Background: an optimization exercise with open tools, aiming at small area and a short achievable clock period. Do not read the settings as production practice.
At most, simulation tests tie the RTL to the original design; equivalence was not proved.
Power is estimated from default activity; no workload was simulated.

// mac_demo
module mac_demo(input clk, input reset, input ena,
                input signed [15:0] k, input signed [15:0] x,
                output signed [31:0] acc_out);
Size: about 870 cells after synthesis, roughly 61 flip-flops, roughly 8100 um2 of cells after synthesis.
export LEC_CHECK = 0
export ABC_AREA = 1
export CAP_MARGIN = 20
export CORE_MARGIN = 2
export CORE_UTILIZATION = 40
export CTS_BUF_LIST = sky130_fd_sc_hd__clkbuf_4 sky130_fd_sc_hd__clkbuf_8
export SETUP_SLACK_MARGIN = 2.5
export SLEW_MARGIN = 20
export SYNTH_HIERARCHICAL = 1
export SYNTH_MINIMUM_KEEP_SIZE = 0
create_clock -name core_clock -period 7.0 [get_ports {clk}]
standard.sh (not shown) runs the stock make flow with config.mk's settings and CLKGATE_MAP_FILE= SYNTH_SCRIPT=/design/flow/synth_recipe.tcl, a recipe that flattens the netlist after the stock synthesis.
==> flow/flow/run.sh <==
#!/bin/bash
# The standard layout (the standard.sh, unchanged synthesis), except that
# the port buffers are plain buffers and the clock-delay buffer cells are not
# used anywhere. The make output goes to standard.log; ORFS keeps each step's
# log under orfs/logs/.
set -uo pipefail
export BUFFER_PORTS_ARGS="-buffer_cell sky130_fd_sc_hd__buf_2"
export DONT_USE_CELLS="sky130_fd_sc_hd__clkdlybuf4s15_1 sky130_fd_sc_hd__clkdlybuf4s15_2 sky130_fd_sc_hd__clkdlybuf4s18_1 sky130_fd_sc_hd__clkdlybuf4s18_2 sky130_fd_sc_hd__clkdlybuf4s25_1 sky130_fd_sc_hd__clkdlybuf4s25_2 sky130_fd_sc_hd__clkdlybuf4s50_1 sky130_fd_sc_hd__clkdlybuf4s50_2"
bash standard.sh > standard.log 2>&1
The starting point finished with timing, DRC and antenna clean.
Then changed:
--- a/flow/config.mk
+++ b/flow/config.mk
@@ -12,3 +12,3 @@
 export CTS_BUF_LIST = sky130_fd_sc_hd__clkbuf_4 sky130_fd_sc_hd__clkbuf_8
-export SETUP_SLACK_MARGIN = 2.5
+export SETUP_SLACK_MARGIN = 2.75
 export SLEW_MARGIN = 20
After rerunning:
- clock-buffer cell count is unchanged
- die area stays the same
- power grows by 3.5%
- routed wire length climbs by 2.2%
- maximum frequency rises by 4.8%
- worst setup slack is better by 0.20 ns
- register-to-register slack gains 0.22 ns
- final cell count came out higher by 0.69%
- sequential power went up by about 3%
- clock skew is about the same
- first-iteration DRC count grows by 14%
Then changed:
--- a/flow/config.mk
+++ b/flow/config.mk
@@ -12,3 +12,3 @@
 export CTS_BUF_LIST = sky130_fd_sc_hd__clkbuf_4 sky130_fd_sc_hd__clkbuf_8
-export SETUP_SLACK_MARGIN = 2.75
+export SETUP_SLACK_MARGIN = 2.65
 export SLEW_MARGIN = 20
Worst setup slack degrades by 0.067 ns; total power shrinks by 2.0%; sequential power shrinks by about 3%; count of clock-buffer cells in the layout is unchanged; via count shrinks by 0.81%.
Then changed:
==> flow/flow/run.sh (replaced) <==
#!/bin/bash
# The standard layout (the standard.sh and its synthesis script), with:
# - plain buffers (buf_2) as the port buffers, and the clock-delay buffer
#   cells not used anywhere;
# - ABC's area mapping script replaced by a copy that maps with "map -a"
#   after "dch -f" (ORFS's scripts are copied here; only that file differs).
# The make output goes to standard.log; ORFS keeps each step's log under
# orfs/logs/.
set -uo pipefail
rm -rf myscripts
cp -r "$FLOW_HOME/scripts" myscripts
printf 'strash\ndch -f\nmap -a\ntopo\nstime -c\nbuffer -c\nupsize -c\ndnsize -c\n' > myscripts/abc_area.script
export SCRIPTS_DIR="$PWD/myscripts"
export BUFFER_PORTS_ARGS="-buffer_cell sky130_fd_sc_hd__buf_2"
export DONT_USE_CELLS="sky130_fd_sc_hd__clkdlybuf4s15_1 sky130_fd_sc_hd__clkdlybuf4s15_2 sky130_fd_sc_hd__clkdlybuf4s18_1 sky130_fd_sc_hd__clkdlybuf4s18_2 sky130_fd_sc_hd__clkdlybuf4s25_1 sky130_fd_sc_hd__clkdlybuf4s25_2 sky130_fd_sc_hd__clkdlybuf4s50_1 sky130_fd_sc_hd__clkdlybuf4s50_2"
bash standard.sh > standard.log 2>&1
--- a/flow/config.mk
+++ b/flow/config.mk
@@ -12,3 +12,3 @@
 export CTS_BUF_LIST = sky130_fd_sc_hd__clkbuf_4 sky130_fd_sc_hd__clkbuf_8
-export SETUP_SLACK_MARGIN = 2.65
+export SETUP_SLACK_MARGIN = 2.45
 export SLEW_MARGIN = 20
Outcome: The changed run produced a clean layout. Sequential share of layout area drops by 0.73 points. Flip-flop and latch count does not change. Cell area goes up by 6.1%. Clock-buffer cell count shrinks by 1. Global-route usage came out higher by 0.93 points. Power went up by 15%. Wire length grows by 4.0%. Maximum frequency is lower by 9.2%. Synthesized area shrinks by 2.6%.
Then changed:
--- a/flow/flow/run.sh
+++ b/flow/flow/run.sh
@@ -4,4 +4,5 @@
 #   cells not used anywhere;
-# - ABC's area mapping script replaced by a copy that maps with "map -a"
-#   after "dch -f" (ORFS's scripts are copied here; only that file differs).
+# - ABC's area mapping script replaced by a copy that maps as ORFS does
+#   without ABC's own buffering and upsizing, which the layout's repair does
+#   instead (ORFS's scripts are copied here; only that file differs).
 # The make output goes to standard.log; ORFS keeps each step's log under
@@ -11,3 +12,3 @@
 cp -r "$FLOW_HOME/scripts" myscripts
-printf 'strash\ndch -f\nmap -a\ntopo\nstime -c\nbuffer -c\nupsize -c\ndnsize -c\n' > myscripts/abc_area.script
+printf 'strash\ndch\nmap -B 0.9\ntopo\ndnsize -c\n' > myscripts/abc_area.script
 export SCRIPTS_DIR="$PWD/myscripts"
--- a/flow/config.mk
+++ b/flow/config.mk
@@ -12,3 +12,3 @@
 export CTS_BUF_LIST = sky130_fd_sc_hd__clkbuf_4 sky130_fd_sc_hd__clkbuf_8
-export SETUP_SLACK_MARGIN = 2.45
+export SETUP_SLACK_MARGIN = 2.6
 export SLEW_MARGIN = 20
After rerunning:
- clock skew barely changes
- die area is lower by 1.9%
- combinational power is lower by 15%
- non-clock buffer count is lower by 47
- synthesized area is lower by about 2%
- critical path depth is lower by 7
- sequential power is lower by about 0.8%
- core utilization is lower by 1.5 points
Then changed:
==> flow/flow/run.sh (replaced) <==
#!/bin/bash
# The standard layout (the standard.sh, unchanged synthesis), except that
# the port buffers are plain buffers and the clock-delay buffer cells are not
# used anywhere. The make output goes to standard.log; ORFS keeps each step's
# log under orfs/logs/.
set -uo pipefail
export BUFFER_PORTS_ARGS="-buffer_cell sky130_fd_sc_hd__buf_2"
export DONT_USE_CELLS="sky130_fd_sc_hd__clkdlybuf4s15_1 sky130_fd_sc_hd__clkdlybuf4s15_2 sky130_fd_sc_hd__clkdlybuf4s18_1 sky130_fd_sc_hd__clkdlybuf4s18_2 sky130_fd_sc_hd__clkdlybuf4s25_1 sky130_fd_sc_hd__clkdlybuf4s25_2 sky130_fd_sc_hd__clkdlybuf4s50_1 sky130_fd_sc_hd__clkdlybuf4s50_2"
bash standard.sh > standard.log 2>&1
--- a/flow/config.mk
+++ b/flow/config.mk
@@ -10,3 +10,3 @@
 export CORE_MARGIN = 2
-export CORE_UTILIZATION = 40
+export CORE_UTILIZATION = 55
 export CTS_BUF_LIST = sky130_fd_sc_hd__clkbuf_4 sky130_fd_sc_hd__clkbuf_8
Sequential power is about the same.
Cell area falls by 1.1%.
Die area falls by 23%.
Utilization rises by 14 points.
Hold slack improved by 0.0063 ns.
Critical path depth falls by 1.

* * *

## before
mac_demo, a different RTL version from the one above (not shown whole).
Size: ~60 flip-flops, about 67 I/O pins, roughly 8000 um2 of cells after synthesis.
clock: 7.0 ns
lec_check: 0
abc_area: 1
cap_margin: 20
core_margin: 2
core_utilization: 40
setup_slack_margin: 3.0
slew_margin: 20
synth_hierarchical: 1
synth_minimum_keep_size: 0
==> flow/flow/run.sh <==
#!/bin/bash
# The standard layout (the standard.sh, unchanged synthesis), except that
# the port buffers are plain buffers and the clock-delay buffer cells are not
# used anywhere. The make output goes to standard.log; ORFS keeps each step's
# log under orfs/logs/.
set -uo pipefail
export BUFFER_PORTS_ARGS="-buffer_cell sky130_fd_sc_hd__buf_2"
export DONT_USE_CELLS="sky130_fd_sc_hd__clkdlybuf4s15_1 sky130_fd_sc_hd__clkdlybuf4s15_2 sky130_fd_sc_hd__clkdlybuf4s18_1 sky130_fd_sc_hd__clkdlybuf4s18_2 sky130_fd_sc_hd__clkdlybuf4s25_1 sky130_fd_sc_hd__clkdlybuf4s25_2 sky130_fd_sc_hd__clkdlybuf4s50_1 sky130_fd_sc_hd__clkdlybuf4s50_2"
bash standard.sh > standard.log 2>&1
Edits applied to the flow inputs when going from before to after:
Settings: a change of SETUP_SLACK_MARGIN from 3.0 to 2.5.
--- outcome ---
Looking at cell count, after sits 116 below before.
Diff before -> after: design area has decreased, post-cts repair resize count went down by 147.

* * *

Another version of the RTL of mac_demo (not shown whole).
For scale: ~56 flip-flops.
Settings: LEC_CHECK=0, ABC_AREA=1, CAP_MARGIN=20, CORE_MARGIN=2, CORE_UTILIZATION=40, SETUP_SLACK_MARGIN=2.0, SLEW_MARGIN=20, SYNTH_HIERARCHICAL=1, SYNTH_MINIMUM_KEEP_SIZE=0; clock period 7.0 ns.
Scripts as last shown in full above: flow/flow/run.sh
The first run completed with no timing, DRC or antenna violations.
Next try:
==> flow/run.sh (new file) <==
#!/bin/bash
# synth_recipe.tcl (not shown) runs the flow's synth.tcl, then flattens the netlist and writes it again
# the make line also repeats each setting of config.mk as NAME=value (left out here)
make -C /OpenROAD-flow-scripts/flow DESIGN_CONFIG=/design/flow/config.mk WORK_HOME=/design/flow/orfs CLKGATE_MAP_FILE= SYNTH_SCRIPT=/design/flow/synth_recipe.tcl finish
--- a/flow/config.mk
+++ b/flow/config.mk
@@ -9,5 +9,5 @@
 export CAP_MARGIN = 20
 export CORE_MARGIN = 2
-export CORE_UTILIZATION = 40
+export CORE_UTILIZATION = 60
 export SETUP_SLACK_MARGIN = 2.0
 export SLEW_MARGIN = 20
removed: flow/flow/run.sh
removed: flow/standard.sh
What happened: The new run finished clean; total power climbs by roughly a tenth; count of clock-buffer cells in the layout climbs by 1; clock skew drops by 0.0056 ns; cell count does not change; non-clock buffer count climbs by 92; synthesized cell count stays the same; wire length climbs by about a fifth; worst hold slack got worse by 0.022 ns.
Next try:
--- a/flow/config.mk
+++ b/flow/config.mk
@@ -9,6 +9,6 @@
 export CAP_MARGIN = 20
 export CORE_MARGIN = 2
-export CORE_UTILIZATION = 60
-export SETUP_SLACK_MARGIN = 2.0
+export CORE_UTILIZATION = 40
+export SETUP_SLACK_MARGIN = 1.5
 export SLEW_MARGIN = 20
 export SYNTH_HIERARCHICAL = 1
Total power came out lower by 5.2%.
Worst setup slack got worse by 0.41 ns.
Combinational power decreases by about 4%.
Core utilization goes down by 31 points.
Cell count barely changes.
Design area drops by 10%.
Clock-buffer cell count falls by 1.
Global-route usage shrinks by 13 points.
Worst hold slack gains 0.033 ns.
Next try:
--- a/flow/config.mk
+++ b/flow/config.mk
@@ -10,5 +10,5 @@
 export CORE_MARGIN = 2
 export CORE_UTILIZATION = 40
-export SETUP_SLACK_MARGIN = 1.5
+export SETUP_SLACK_MARGIN = 2.0
 export SLEW_MARGIN = 20
 export SYNTH_HIERARCHICAL = 1
The changed run completed without violations.
Cell count is higher by a little under a tenth.
Setup slack improved by 0.45 ns.
Clock skew hardly moves.
Sequential share of layout area is lower by 1.4 points.
Sequential power barely changes.

* * *

mac_demo, a different RTL version from the one above (not shown whole).
Size: about 1300 cells after synthesis, roughly 55 flip-flops, about 67 I/O pins, ~9500 um2 of cells after synthesis.
Settings: LEC_CHECK=0, ABC_AREA=1, CAP_MARGIN=20, CORE_MARGIN=2, CORE_UTILIZATION=40, SLEW_MARGIN=20; clock period 7.0 ns.
run.sh (not shown) runs the stock make flow with config.mk's settings and CLKGATE_MAP_FILE= SYNTH_SCRIPT=/design/flow/synth_recipe.tcl, a recipe that flattens the netlist after the stock synthesis.
Stock flow here: none of the scripts above is used.
Next try:
- ABC_AREA: 1 -> not set
The new run completed with no timing, DRC or antenna violations; combinational power rises by about 3%; clock-buffer cell count went down by 1; core utilization is lower by 1.7 points; design area climbs by 27%; global-route usage decreases by 0.90 points; via count climbs by 45%; worst setup slack gets worse by 0.11 ns; die area climbs by 31%; final cell count went up by 28%.
Next try:
- ABC_AREA: not set -> 1
- SETUP_SLACK_MARGIN: not set -> 1.0
Result: The new run went through all stages and came out clean. Cell area shrinks by 20%. Cell count shrinks by 21%. Count of clock-buffer cells in the layout grows by 1. Via count shrinks by 31%.
No functional check of the RTL was part of any run of this note.

* * *

Setup of job 101:
mac_demo, a different RTL version from the one above (not shown whole).
Size: roughly 850 cells after synthesis, roughly 64 flip-flops, about 0.0082 mm^2 of cells after synthesis.
clock: 7.0 ns
lec_check: 0
abc_area: 1
cap_margin: 20
core_margin: 2
core_utilization: 40
setup_slack_margin: 1.5
slew_margin: 20
synth_hierarchical: 1
synth_minimum_keep_size: 0
standard.sh (not shown) runs the stock make flow with config.mk's settings and CLKGATE_MAP_FILE= SYNTH_SCRIPT=/design/flow/synth_recipe.tcl, a recipe that flattens the netlist after the stock synthesis.
==> flow/flow/run.sh <==
#!/bin/bash
# The standard layout (the standard.sh, unchanged synthesis), except that
# the port buffers are plain buffers and the clock-delay buffer cells are not
# used anywhere. The make output goes to standard.log; ORFS keeps each step's
# log under orfs/logs/.
set -uo pipefail
export BUFFER_PORTS_ARGS="-buffer_cell sky130_fd_sc_hd__buf_2"
export DONT_USE_CELLS="sky130_fd_sc_hd__clkdlybuf4s15_1 sky130_fd_sc_hd__clkdlybuf4s15_2 sky130_fd_sc_hd__clkdlybuf4s18_1 sky130_fd_sc_hd__clkdlybuf4s18_2 sky130_fd_sc_hd__clkdlybuf4s25_1 sky130_fd_sc_hd__clkdlybuf4s25_2 sky130_fd_sc_hd__clkdlybuf4s50_1 sky130_fd_sc_hd__clkdlybuf4s50_2"
bash standard.sh > standard.log 2>&1
Job 101: no failed stages, no open violations at the end
Setup changes, job 101 to job 102
Settings: SETUP_SLACK_MARGIN now 2.0, was 1.5.
--- outcome ---
- In the metrics for job 101 and job 102, the one carrying the lower growth of design area from synthesis to finish is job 101.
- Area of the multi-input gates delta (job 102 -> job 101): insignificant
- Job 101 leaves less setup margin than job 102.
- Job 101 and job 102 ended up with nearly the same wire length on met2.
- Job 102 vs. job 101: largest vdd supply drop went up by about 3.4%.
- Total routed wirelength across job 101 and job 102: no real change.
- Between job 102 and job 101, the post-route worst hold slack does not differ in any meaningful way.
No run of this note included a check of the RTL's function; only the layout flow was run.

* * *

RTL: one of the versions met above, not the one the previous note started from.
For scale: about 67 I/O pins, about 8100 µm² of cells after synthesis.
export LEC_CHECK = 0
export ABC_AREA = 1
export CAP_MARGIN = 20
export CORE_MARGIN = 2
export CORE_UTILIZATION = 40
export CTS_BUF_LIST = sky130_fd_sc_hd__clkbuf_8
export CTS_CLUSTER_SIZE = 15
export SETUP_SLACK_MARGIN = 2.6
export SLEW_MARGIN = 20
export SYNTH_HIERARCHICAL = 1
export SYNTH_MINIMUM_KEEP_SIZE = 0
create_clock -name core_clock -period 7.0 [get_ports {clk}]
Scripts as last shown in full above: flow/flow/run.sh
Edit:
Settings changed: CTS_BUF_LIST sky130_fd_sc_hd__clkbuf_8 to sky130_fd_sc_hd__clkbuf_4 sky130_fd_sc_hd__clkbuf_8, CTS_CLUSTER_SIZE 15 to unset, SETUP_SLACK_MARGIN 2.6 to 2.4.
=> Global-route usage hardly moves. Design area decreases slightly. Worst setup slack gets worse by 0.25 ns. Power decreases slightly. Routed wire length decreases slightly. Register-to-register slack gets worse by 0.08 ns. Count of clock-buffer cells in the layout stays the same. Final cell count hardly moves. Combinational power barely changes. Sequential cell count does not change. Utilization decreases by 0.33 points.
Edit:
Settings changed: SETUP_SLACK_MARGIN 2.4 to 2.55.
Sequential power barely changes.
Fmax is higher by a few percent.
Setup slack gains 0.13 ns.
Clock-buffer cell count does not change.
Final cell count barely changes.
Clock power is about the same.
Synthesized area stays the same.
Via count hardly moves.
Total power is higher slightly.
Final area is higher slightly.
Edit:
--- a/flow/flow/run.sh
+++ b/flow/flow/run.sh
@@ -8,0 +9 @@
+export SETUP_MOVE_SEQUENCE="unbuffer,sizeup,swap"
Settings changed: SETUP_SLACK_MARGIN 2.55 to 2.9.
Effect:
- synthesized area is unchanged
- first-iteration DRC count falls by about a fifth
- register-to-register slack gains 0.35 ns
- clock-buffer cell count climbs by 3
- worst hold slack improves by 0.032 ns
- die area does not change
- final area climbs by a little under a tenth

## separate check: timing with driven ports
How much do the figures lean on ideal ports? The routed layouts below were timed once more, with nothing changed but the port constraints.
Step 1: set_driving_cell puts a clkbuf_16 on clk and a buf_2 on each other input, an assumption about the parent block.
Step 2 moves the port delays by t, midway between the first and last clock arrival at a register: inputs arrive t later, outputs are due t later. That takes back most of the time a late clock gives input paths.
Slacks: no drivers / after step 1 / after step 2; pairs: no drivers / after step 1.
run	t (ns)	slack for setup (ns)	worst hold slack (ns)	worst setup path after step 2	worst slew at a driven data input, ns
the first run of note 1	0.408	2.660 / 2.637 / 2.265	0.677 / 0.677 / 0.677	input to register	0.05
the second run of note 1	0.406	2.858 / 2.853 / 2.466	0.694 / 0.694 / 0.694	input to register	0.05
the third run of note 1	0.406	2.792 / 2.760 / 2.404	0.686 / 0.686 / 0.686	input to register	0.05
the fourth run of note 1	0.413	2.366 / 2.327 / 2.156	0.893 / 0.893 / 0.893	input to register	0.04
the fifth run of note 1	0.413	2.713 / 2.728 / 2.316	0.679 / 0.679 / 0.679	input to register	0.05
the sixth run of note 1	0.409	2.689 / 2.708 / 2.299	0.685 / 0.685 / 0.685	input to register	0.05
before	0.391	2.713 / 2.607 / 2.216	0.628 / 0.628 / 0.628	input to register	0.20
after	0.384	2.571 / 2.594 / 2.210	0.603 / 0.603 / 0.603	input to register	0.05
the first run of note 3	0.351	2.147 / 2.175 / 1.823	0.605 / 0.605 / 0.605	input to register	0.04
the second run of note 3	0.347	2.041 / 2.054 / 1.706	0.583 / 0.583 / 0.583	input to register	0.04
the third run of note 3	0.348	1.636 / 1.656 / 1.308	0.616 / 0.616 / 0.616	input to register	0.04
the fourth run of note 3	0.350	2.081 / 2.095 / 1.745	0.614 / 0.614 / 0.614	input to register	0.04
the first run of note 4	0.335	0.882 / 0.903 / 0.568	0.528 / 0.528 / 0.528	input to register	0.06
the second run of note 4	0.333	0.774 / 0.791 / 0.458	0.603 / 0.603 / 0.603	input to register	0.08
the third run of note 4	0.335	1.189 / 1.208 / 0.874	0.529 / 0.529 / 0.529	input to register	0.06
job 101	0.389	2.035 / 2.054 / 1.665	0.599 / 0.599 / 0.599	input to register	0.04
job 102	0.388	2.240 / 2.242 / 1.854	0.599 / 0.599 / 0.599	input to register	0.04
the first run of note 6	0.406	2.774 / 2.762 / 2.391	0.687 / 0.687 / 0.687	input to register	0.04
the second run of note 6	0.406	2.525 / 2.538 / 2.132	0.677 / 0.677 / 0.677	input to register	0.04
the third run of note 6	0.408	2.653 / 2.653 / 2.245	0.687 / 0.687 / 0.687	input to register	0.05
the fourth run of note 6	0.408	2.934 / 2.909 / 2.522	0.718 / 0.718 / 0.718	input to register	0.06
After both steps every run listed still meets setup and hold. The setup slack of before, which loses most, moves by -0.106 ns with the drivers and by -0.497 ns with both steps.
